This is an optimization exercise on Yosys and OpenROAD, whose aim is small area, not a production implementation. In this exercise RTL edits were held to simulation tests only and were not proved equivalent to the original. The flow treats the clock pin as an ideal source. Dropping or thinning the clock tree relies on that and would not hold on a real chip. Power and IR drop assume default switching activity.

==> try-willow <==
==> flow/design.v <==
module fifo
#(
    parameter int fifo_depth = 4,
    parameter int fifo_width = 32
)
(
    input logic                    clk,
    input logic                    reset,
    input logic                    push,
    input logic                    pop,
    input logic [fifo_width-1:0]   data_in,
    output logic                   fifo_full,
    output logic                   fifo_empty,
    output logic [fifo_width-1:0]  data_out
);
    logic [fifo_width-1:0] myfifo [fifo_depth-1:0];
    logic [2:0] wr_ptr;
    logic [2:0] rd_ptr;
    logic bit_comp;
    logic [fifo_width-1:0] register1;
    logic [fifo_width-1:0] register2;
    logic [fifo_width-1:0] register3;
    logic [fifo_width-1:0] register4;
    logic d_mux_out1;
    logic d_mux_out2;
    logic d_mux_out3;
    logic d_mux_out4;
    logic clr_wr;
    logic clr_rd;
    always_comb begin
        case (rd_ptr[1:0])
            2'd0: data_out = register1;
            2'd1: data_out = register2;
            2'd2: data_out = register3;
            2'd3: data_out = register4;
            default: data_out = '0;  
        endcase
    end
    always_comb begin
        case (wr_ptr[1:0])
            2'd0: {d_mux_out1, d_mux_out2, d_mux_out3, d_mux_out4} = {push && !fifo_full, 3'b0};
            2'd1: {d_mux_out1, d_mux_out2, d_mux_out3, d_mux_out4} = {1'b0, push && !fifo_full, 2'b0};
            2'd2: {d_mux_out1, d_mux_out2, d_mux_out3, d_mux_out4} = {2'b0, push && !fifo_full, 1'b0};
            2'd3: {d_mux_out1, d_mux_out2, d_mux_out3, d_mux_out4} = {3'b0, push && !fifo_full};
            default: {d_mux_out1, d_mux_out2, d_mux_out3, d_mux_out4} = 4'b0;  
        endcase
    end
    always_ff @(posedge clk or posedge reset) begin
        if (reset) begin
            register1 <= '0;
        end else if (d_mux_out1) begin
            register1 <= data_in;
        end
    end
    always_ff @(posedge clk or posedge reset) begin
        if (reset) begin
            register2 <= '0;
        end else if (d_mux_out2) begin
            register2 <= data_in;
        end
    end
    always_ff @(posedge clk or posedge reset) begin
        if (reset) begin
            register3 <= '0;
        end else if (d_mux_out3) begin
            register3 <= data_in;
        end
    end
    always_ff @(posedge clk or posedge reset) begin
        if (reset) begin
            register4 <= '0;
        end else if (d_mux_out4) begin
            register4 <= data_in;
        end
    end
    always_ff @(posedge clk or posedge reset) begin
        if (reset) begin
            wr_ptr <= '0;
        end else if (push && !fifo_full) begin
            wr_ptr <= wr_ptr + 1;
        end
    end
    always_ff @(posedge clk or posedge reset) begin
        if (reset) begin
            rd_ptr <= '0;
        end else if (pop && !fifo_empty) begin
            rd_ptr <= rd_ptr + 1;
        end    
    end
    always_comb begin
        bit_comp = wr_ptr[2] ^ rd_ptr[2];
    end
    always_comb begin
        fifo_full = bit_comp && (wr_ptr[1:0] == rd_ptr[1:0]);
        fifo_empty = !bit_comp && (wr_ptr[1:0] == rd_ptr[1:0]);
    end
endmodule
==> flow/run.sh <==
#!/bin/bash
# synth_recipe.tcl (not shown) runs the flow's synth.tcl, then flattens the netlist and writes it again
# the make line also repeats each setting of config.mk as NAME=value (left out here)
make -C /OpenROAD-flow-scripts/flow DESIGN_CONFIG=/design/flow/config.mk WORK_HOME=/design/flow/orfs CLKGATE_MAP_FILE= SYNTH_SCRIPT=/design/flow/synth_recipe.tcl finish
==> flow/config.mk <==
export PLATFORM = sky130hd
export DESIGN_NAME = fifo
export DESIGN_NICKNAME = fifo
export VERILOG_FILES = /design/flow/design.v
export SDC_FILE = /design/flow/constraint.sdc
export NUM_CORES = 4
export LEC_CHECK = 0
export CAP_MARGIN = 20
export CORE_MARGIN = 2
export CORE_UTILIZATION = 40
export SLEW_MARGIN = 20
==> flow/constraint.sdc <==
create_clock -name core_clock -period 5.0 [get_ports {clk}]
set_input_delay 1.0000 -clock core_clock [delete_from_list [all_inputs] [get_ports {clk}]]
set_output_delay 1.0000 -clock core_clock [all_outputs]
set_load 0.01 [all_outputs]
==> inputs of try-maple, as changes to try-willow <==
==> flow/design.v (replaced) <==
module fifo
#(
    parameter int fifo_depth = 4,
    parameter int fifo_width = 32
)
(
    input logic                    clk,
    input logic                    reset,
    input logic                    push,
    input logic                    pop,
    input logic [fifo_width-1:0]   data_in,
    output logic                   fifo_full,
    output logic                   fifo_empty,
    output logic [fifo_width-1:0]  data_out
);
    logic [fifo_width-1:0] mem0, mem1, mem2, mem3;
    logic [1:0] sel;
    logic       empty_q;
    logic do_push, do_pop;
    assign fifo_empty = empty_q;
    assign fifo_full  = !empty_q && (sel == 2'd3);
    assign do_push = push && !fifo_full;
    assign do_pop  = pop && !empty_q;
    always_ff @(posedge clk) begin
        if (do_push) begin
            mem0 <= data_in;
            mem1 <= mem0;
            mem2 <= mem1;
            mem3 <= mem2;
        end
    end
    always_ff @(posedge clk or posedge reset) begin
        if (reset) begin
            sel     <= 2'd3;
            empty_q <= 1'b1;
        end else begin
            if (do_push && !do_pop) begin
                sel     <= sel + 2'd1;
                empty_q <= 1'b0;
            end else if (do_pop && !do_push) begin
                sel     <= sel - 2'd1;
                empty_q <= (sel == 2'd0);
            end
        end
    end
    always_comb begin
        case (sel)
            2'd0: data_out = mem0;
            2'd1: data_out = mem1;
            2'd2: data_out = mem2;
            default: data_out = mem3;
        endcase
    end
endmodule
==> comparison table <==
| quantity | try-maple | try-willow |
|---|---|---|
| Status | no timing/DRC/antenna violations | no timing/DRC/antenna violations |
| Vias in the first global route | 2,573 | 4,094 |
| Wire length on met2 | 3960 um | 6840 um |
| Non-filler cells, final | 499 | 697 |
| Cell area power density | 654 mW/mm^2 | 765 mW/mm^2 |
| Critical register-to-register path endpoint | mem2[29]$_DFFE_PP_ | register4[5]$_DFFE_PP0P_ |
| Drt wl/cell | 17.6 um | 19.3 um |
| Combinational group power | 1.37 mW | 2.61 mW |
| Count of distinct cell types in the synthesized netlist | 14 | 26 |
| Final worst setup slack | 1.12 ns | 0.959 ns |
| Final Cycle Share | 77.5% | 80.8% |
| Global-route wire length before repair | 14,300 um | 22,400 um |
| Post-layout net count | 380 | 539 |
| Relative area change from synthesis to final layout | 27.4% | 24.0% |
| Number of clock buffers in the layout | 23 | 18 |
| Maximum number of pins on one net before global-route repair | 65 | 103 |
| Routed length on met1 | 4050 um | 5790 um |


==> inputs of willow <==
fifo, a different RTL version from the one above (not shown whole).
==> module fifo, before the edit <==
module fifo
#(
    parameter int fifo_depth = 4,
    parameter int fifo_width = 32
)
(
    input logic                    clk,
    input logic                    reset,
    input logic                    push,
    input logic                    pop,
    input logic [fifo_width-1:0]   data_in,
    output logic                   fifo_full,
    output logic                   fifo_empty,
    output logic [fifo_width-1:0]  data_out
);
    logic [fifo_width-1:0] mem0, mem1, mem2, mem3;
    logic [1:0] nsel;
    logic       nonempty;
    logic [3:0] rsel_n;
    logic do_push, do_pop, do_push_n;
    fifo_nand2  u_rsel0 (.a(nsel[1]),   .b(nsel[0]), .y(rsel_n[0]));
    fifo_nand2b u_rsel1 (.a_n(nsel[0]), .b(nsel[1]), .y(rsel_n[1]));
    fifo_nand2b u_rsel2 (.a_n(nsel[1]), .b(nsel[0]), .y(rsel_n[2]));
    fifo_or2    u_rsel3 (.a(nsel[1]),   .b(nsel[0]), .y(rsel_n[3]));
    assign fifo_empty = !nonempty;
    assign fifo_full  = nonempty && !rsel_n[3];
    assign do_push_n = !push || fifo_full;
    fifo_inv u_push (.a(do_push_n), .y(do_push));
    assign do_pop  = pop && nonempty;
    always_ff @(posedge clk) begin
        if (do_push) begin
            mem0 <= data_in;
            mem1 <= mem0;
            mem2 <= mem1;
            mem3 <= mem2;
        end
    end
    always_ff @(posedge clk or posedge reset) begin
        if (reset) begin
            nsel     <= 2'd0;
            nonempty <= 1'b0;
        end else if (do_push && !do_pop) begin
            nsel     <= nsel - 2'd1;
            nonempty <= 1'b1;
        end else if (do_pop && !do_push) begin
            nsel     <= nsel + 2'd1;
            nonempty <= rsel_n[0];
        end
    end
    for (genvar i = 0; i < fifo_width; i++) begin : g_rd
        fifo_rdbit u_rd (
            .sel_n(rsel_n),
            .d({mem3[i], mem2[i], mem1[i], mem0[i]}),
            .q(data_out[i])
        );
    end
endmodule
==> module fifo_rdbit, before the edit <==
module fifo_rdbit (
    input  logic [3:0] sel_n,
    input  logic [3:0] d,
    output logic       q
);
    logic y01, y23;
    fifo_oai22 u_a (.a1(d[0]), .a2(sel_n[0]), .b1(d[1]), .b2(sel_n[1]), .y(y01));
    fifo_oai22 u_b (.a1(d[2]), .a2(sel_n[2]), .b1(d[3]), .b2(sel_n[3]), .y(y23));
    fifo_nor2  u_c (.a(y01), .b(y23), .y(q));
endmodule
==> module fifo_oai22, before the edit <==
module fifo_oai22 (
    input  logic a1,
    input  logic a2,
    input  logic b1,
    input  logic b2,
    output logic y
);
    assign y = !((a1 | a2) & (b1 | b2));
endmodule
==> module fifo_nor2, before the edit <==
module fifo_nor2 (
    input  logic a,
    input  logic b,
    output logic y
);
    assign y = !(a | b);
endmodule
==> module fifo_nand2, before the edit <==
module fifo_nand2 (
    input  logic a,
    input  logic b,
    output logic y
);
    assign y = !(a & b);
endmodule
==> module fifo_nand2b, before the edit <==
module fifo_nand2b (
    input  logic a_n,
    input  logic b,
    output logic y
);
    assign y = a_n | !b;
endmodule
==> module fifo_or2, before the edit <==
module fifo_or2 (
    input  logic a,
    input  logic b,
    output logic y
);
    assign y = a | b;
endmodule
==> module fifo_inv, before the edit <==
module fifo_inv (
    input  logic a,
    output logic y
);
    assign y = !a;
endmodule
clock: 5.0 ns
lec_check: 0
cap_margin: 20
core_margin: 2
core_utilization: 40
slew_margin: 20
synth_hierarchical: 1
synth_minimum_keep_size: 0
standard.sh (not shown) runs the stock make flow with config.mk's settings and CLKGATE_MAP_FILE= SYNTH_SCRIPT=/design/flow/synth_recipe.tcl, a recipe that flattens the netlist after the stock synthesis.
==> flow/flow/run.sh <==
#!/bin/bash
# Own layout flow: the standard synthesis and layout, with the smallest
# buffer on the ports and a hand-built clock tree (flow/mcts.tcl) in place
# of TritonCTS, and smaller drive strengths where the loads allow
# (flow/downsize.tcl).
set -euo pipefail
WORK=$(pwd)

bash standard.sh synth > "$WORK/make_synth.log" 2>&1

export MCTS_LEAVES=${MCTS_LEAVES:-4}
export MCTS_LEAF_CELL=${MCTS_LEAF_CELL:-sky130_fd_sc_hd__clkbuf_16}
export MCTS_ROOT_CELL=${MCTS_ROOT_CELL:-}
bash standard.sh \
  "BUFFER_PORTS_ARGS=-buffer_cell sky130_fd_sc_hd__buf_1" \
  "PRE_CTS_TCL=$WORK/flow/mcts.tcl" \
  "POST_CTS_TCL=$WORK/flow/downsize.tcl" \
  finish > "$WORK/make_finish.log" 2>&1
==> flow/flow/downsize.tcl <==
# Sourced as POST_CTS_TCL: after CTS and its timing repair, downsize
# combinational cells: for each instance, try the smaller cells of
# the same function (smallest first) and keep the first that leaves no
# max-slew or max-capacitance violation, keeps the worst slew and load at
# least the given headroom below their limits (or no closer than before),
# and keeps setup and hold slack at or above the given floors. Registers
# and clock buffers are left as they are.
proc ds_violations {} {
  set n 0
  incr n [sta::max_slew_violation_count]
  incr n [sta::max_capacitance_violation_count]
  return $n
}

# Worst ratio of slack to limit over the max-slew and max-capacitance checks.
proc ds_headroom {} {
  return [expr {min([sta::max_slew_check_slack_limit], [sta::max_capacitance_check_slack_limit])}]
}

proc downsize_cells {setup_floor hold_floor headroom} {
  estimate_parasitics -placement
  set saved 0.0
  set changed 0
  foreach inst [get_cells *] {
    set cell [get_property $inst ref_name]
    if {[regexp {tap|fill|decap} $cell]} { continue }
    set lc [get_lib_cells */$cell]
    if {[regexp {__(e?df|sdf|sedf|dl)} $cell]} { continue }
    if {[string match "*clkbuf*" $cell]} { continue }
    # the same function in other drive strengths: same name but the suffix
    set fam [regsub {_[0-9]+$} $cell ""]
    set equivs [get_lib_cells */${fam}_*]
    set area0 [get_property $lc area]
    set cands {}
    foreach e $equivs {
      set a [get_property $e area]
      if {![regexp "^${fam}_\[0-9\]+\$" [get_name $e]]} { continue }
      if {$a < $area0 && ![regexp {lpflow|probe} [get_name $e]]} { lappend cands [list $e $a] }
    }
    if {$cands eq ""} { continue }
    set cands [lsort -real -index 1 $cands]
    set base_viol [ds_violations]
    set base_room [expr {min($headroom, [ds_headroom])}]
    foreach c $cands {
      set e [lindex $c 0]
      replace_cell $inst [get_name $e]
      set ok 1
      if {[ds_violations] > $base_viol} { set ok 0 }
      if {$ok && [ds_headroom] < $base_room} { set ok 0 }
      if {$ok && [sta::worst_slack_cmd max] < $setup_floor} { set ok 0 }
      if {$ok && [sta::worst_slack_cmd min] < $hold_floor} { set ok 0 }
      if {$ok} {
        set saved [expr {$saved + $area0 - [lindex $c 1]}]
        incr changed
        puts "downsize: [get_full_name $inst] $cell -> [get_name $e]"
        break
      }
      replace_cell $inst $cell
    }
  }
  puts "downsize: $changed cells, [format %.2f $saved] um2 saved"
}

downsize_cells 0.3e-9 0.05e-9 0.3
Other scripts of this flow, unchanged in this note and not shown: flow/flow/mcts.tcl
==> raven (differences from willow) <==
==> flow/design.v (replaced) <==
module fifo
#(
    parameter int fifo_depth = 4,
    parameter int fifo_width = 32
)
(
    input logic                    clk,
    input logic                    reset,
    input logic                    push,
    input logic                    pop,
    input logic [fifo_width-1:0]   data_in,
    output logic                   fifo_full,
    output logic                   fifo_empty,
    output logic [fifo_width-1:0]  data_out
);
    logic [fifo_width-1:0] mem0, mem1, mem2, mem3;
    logic [1:0] nsel;
    logic       nonempty;
    logic [3:0] rsel;
    logic do_push, do_pop;
    assign fifo_empty = !nonempty;
    assign fifo_full  = nonempty && (nsel == 2'd0);
    assign do_push = push && !fifo_full;
    assign do_pop  = pop && nonempty;
    always_ff @(posedge clk) begin
        if (do_push) begin
            mem0 <= data_in;
            mem1 <= mem0;
            mem2 <= mem1;
            mem3 <= mem2;
        end
    end
    logic chg, up;
    assign chg = do_push ^ do_pop;
    assign up  = do_pop;
    always_ff @(posedge clk or posedge reset) begin
        if (reset) begin
            nsel     <= 2'd0;
            nonempty <= 1'b0;
        end else if (chg) begin
            nsel[0]  <= !nsel[0];
            nsel[1]  <= nsel[1] ^ (up ~^ nsel[0]);
            nonempty <= !(up && nsel == 2'd3);
        end
    end
    assign rsel[0] = (nsel == 2'd3);
    assign rsel[1] = (nsel == 2'd2);
    assign rsel[2] = (nsel == 2'd1);
    assign rsel[3] = (nsel == 2'd0);
    for (genvar i = 0; i < fifo_width; i++) begin : g_rd
        fifo_rdbit u_rd (
            .sel(rsel),
            .d({mem3[i], mem2[i], mem1[i], mem0[i]}),
            .q(data_out[i])
        );
    end
endmodule
module fifo_rdbit (
    input  logic [3:0] sel,
    input  logic [3:0] d,
    output logic       q
);
    logic n3, n1;
    fifo_aoi3  u_a (.s(sel[2:0]), .d(d[2:0]), .y(n3));
    fifo_nand2 u_b (.a(sel[3]), .b(d[3]), .y(n1));
    fifo_nand2 u_c (.a(n3), .b(n1), .y(q));
endmodule
module fifo_aoi3 (
    input  logic [2:0] s,
    input  logic [2:0] d,
    output logic       y
);
    assign y = ~|(s & d);
endmodule
module fifo_nand2 (
    input  logic a,
    input  logic b,
    output logic y
);
    assign y = ~(a & b);
endmodule
--- a/flow/flow/run.sh
+++ b/flow/flow/run.sh
@@ -2,6 +2,5 @@
 # Own layout flow: the standard synthesis and layout, with the smallest
 # buffer on the ports and a hand-built clock tree (flow/mcts.tcl) in place
-# of TritonCTS, and smaller drive strengths where the loads allow
-# (flow/downsize.tcl).
+# of TritonCTS.
 set -euo pipefail
 WORK=$(pwd)
@@ -15,4 +14,3 @@
   "BUFFER_PORTS_ARGS=-buffer_cell sky130_fd_sc_hd__buf_1" \
   "PRE_CTS_TCL=$WORK/flow/mcts.tcl" \
-  "POST_CTS_TCL=$WORK/flow/downsize.tcl" \
   finish > "$WORK/make_finish.log" 2>&1
removed: flow/flow/downsize.tcl
==> comparison table <==
Via Count: raven 2502; willow 2413
Starting utilization of the core area: raven 40.8%; willow 41.5%
Clk network pwr share: raven 13.0%; willow 12.8%
Critical hold path startpoint: raven mem1[11]$_DFFE_PP_; willow mem2[3]$_DFFE_PP_
Length in cells of the worst reg-to-reg path: raven 3; willow 5
Total power: raven 0.00308 W; willow 0.00309 W
Endpoint of the worst register-to-register path: raven mem2[14]$_DFFE_PP_; willow mem0[1]$_DFFE_PP_
Number of nets produced by synthesis: raven 288; willow 281
Normalized max-slew margin: raven 38.0%; willow 35.7%
CP Data Arrival Time: raven 2140 ps; willow 3650 ps
Reg2reg start: raven nsel[1]$_DFFE_PP0P_; willow nsel[0]$_DFFE_PP0P_
Detailed Route Iter0 Violations: raven 401; willow 155
Internal portion of total power: raven 0.00204 W; willow 0.00204 W
Fill cells: raven 1012; willow 971
Peak-usage layer in the global routing report: raven met1; willow met2
Synth Area in Adders: raven 0%; willow 0.276%
Req. time, crit path: raven 4000 ps; willow 4810 ps
Outcome: raven finished clean; willow finished clean
Length of routed met3 wiring: raven 762 µm; willow 349 µm
Total power divided by cell area: raven 592 mW/mm²; willow 607 mW/mm²
In every run of this note, the design's own scripts or RTL, not TritonCTS, make the clock network.

what the ideal ports hide:
In the flow no input, the clock included, has a driving cell. The finished layouts below were timed again as built, in two steps. Step 1 (the two cells are an assumption about what drives the block):
set clk [get_ports {clk}]
set_driving_cell -lib_cell sky130_fd_sc_hd__clkbuf_16 $clk
set_driving_cell -lib_cell sky130_fd_sc_hd__buf_2 [delete_from_list [all_inputs] $clk]
Step 2 adds t to the input delays and takes it off the output delays; t is the mean of the earliest and latest rising clock arrival at the registers after step 1. Input paths then give back, and output paths get back, about the clock's delay inside the block. Three values: ideal ports, drivers, drivers and shift; two values: the first two.
| run | t (ns) | slack for setup (ns) | worst slew at a driven data input, ns |
|---|---|---|---|
| try-willow | 0.462 | 0.959 / 0.916 / 1.377 | 0.07 |
| try-maple | 0.439 | 1.124 / 1.088 / 1.527 | 0.04 |
| willow | 0.248 | 1.154 / 1.154 / 1.154 | 0.03 |
| raven | 0.249 | 1.860 / 1.783 / 2.032 | 0.03 |
After both steps every run listed still meets setup and hold.
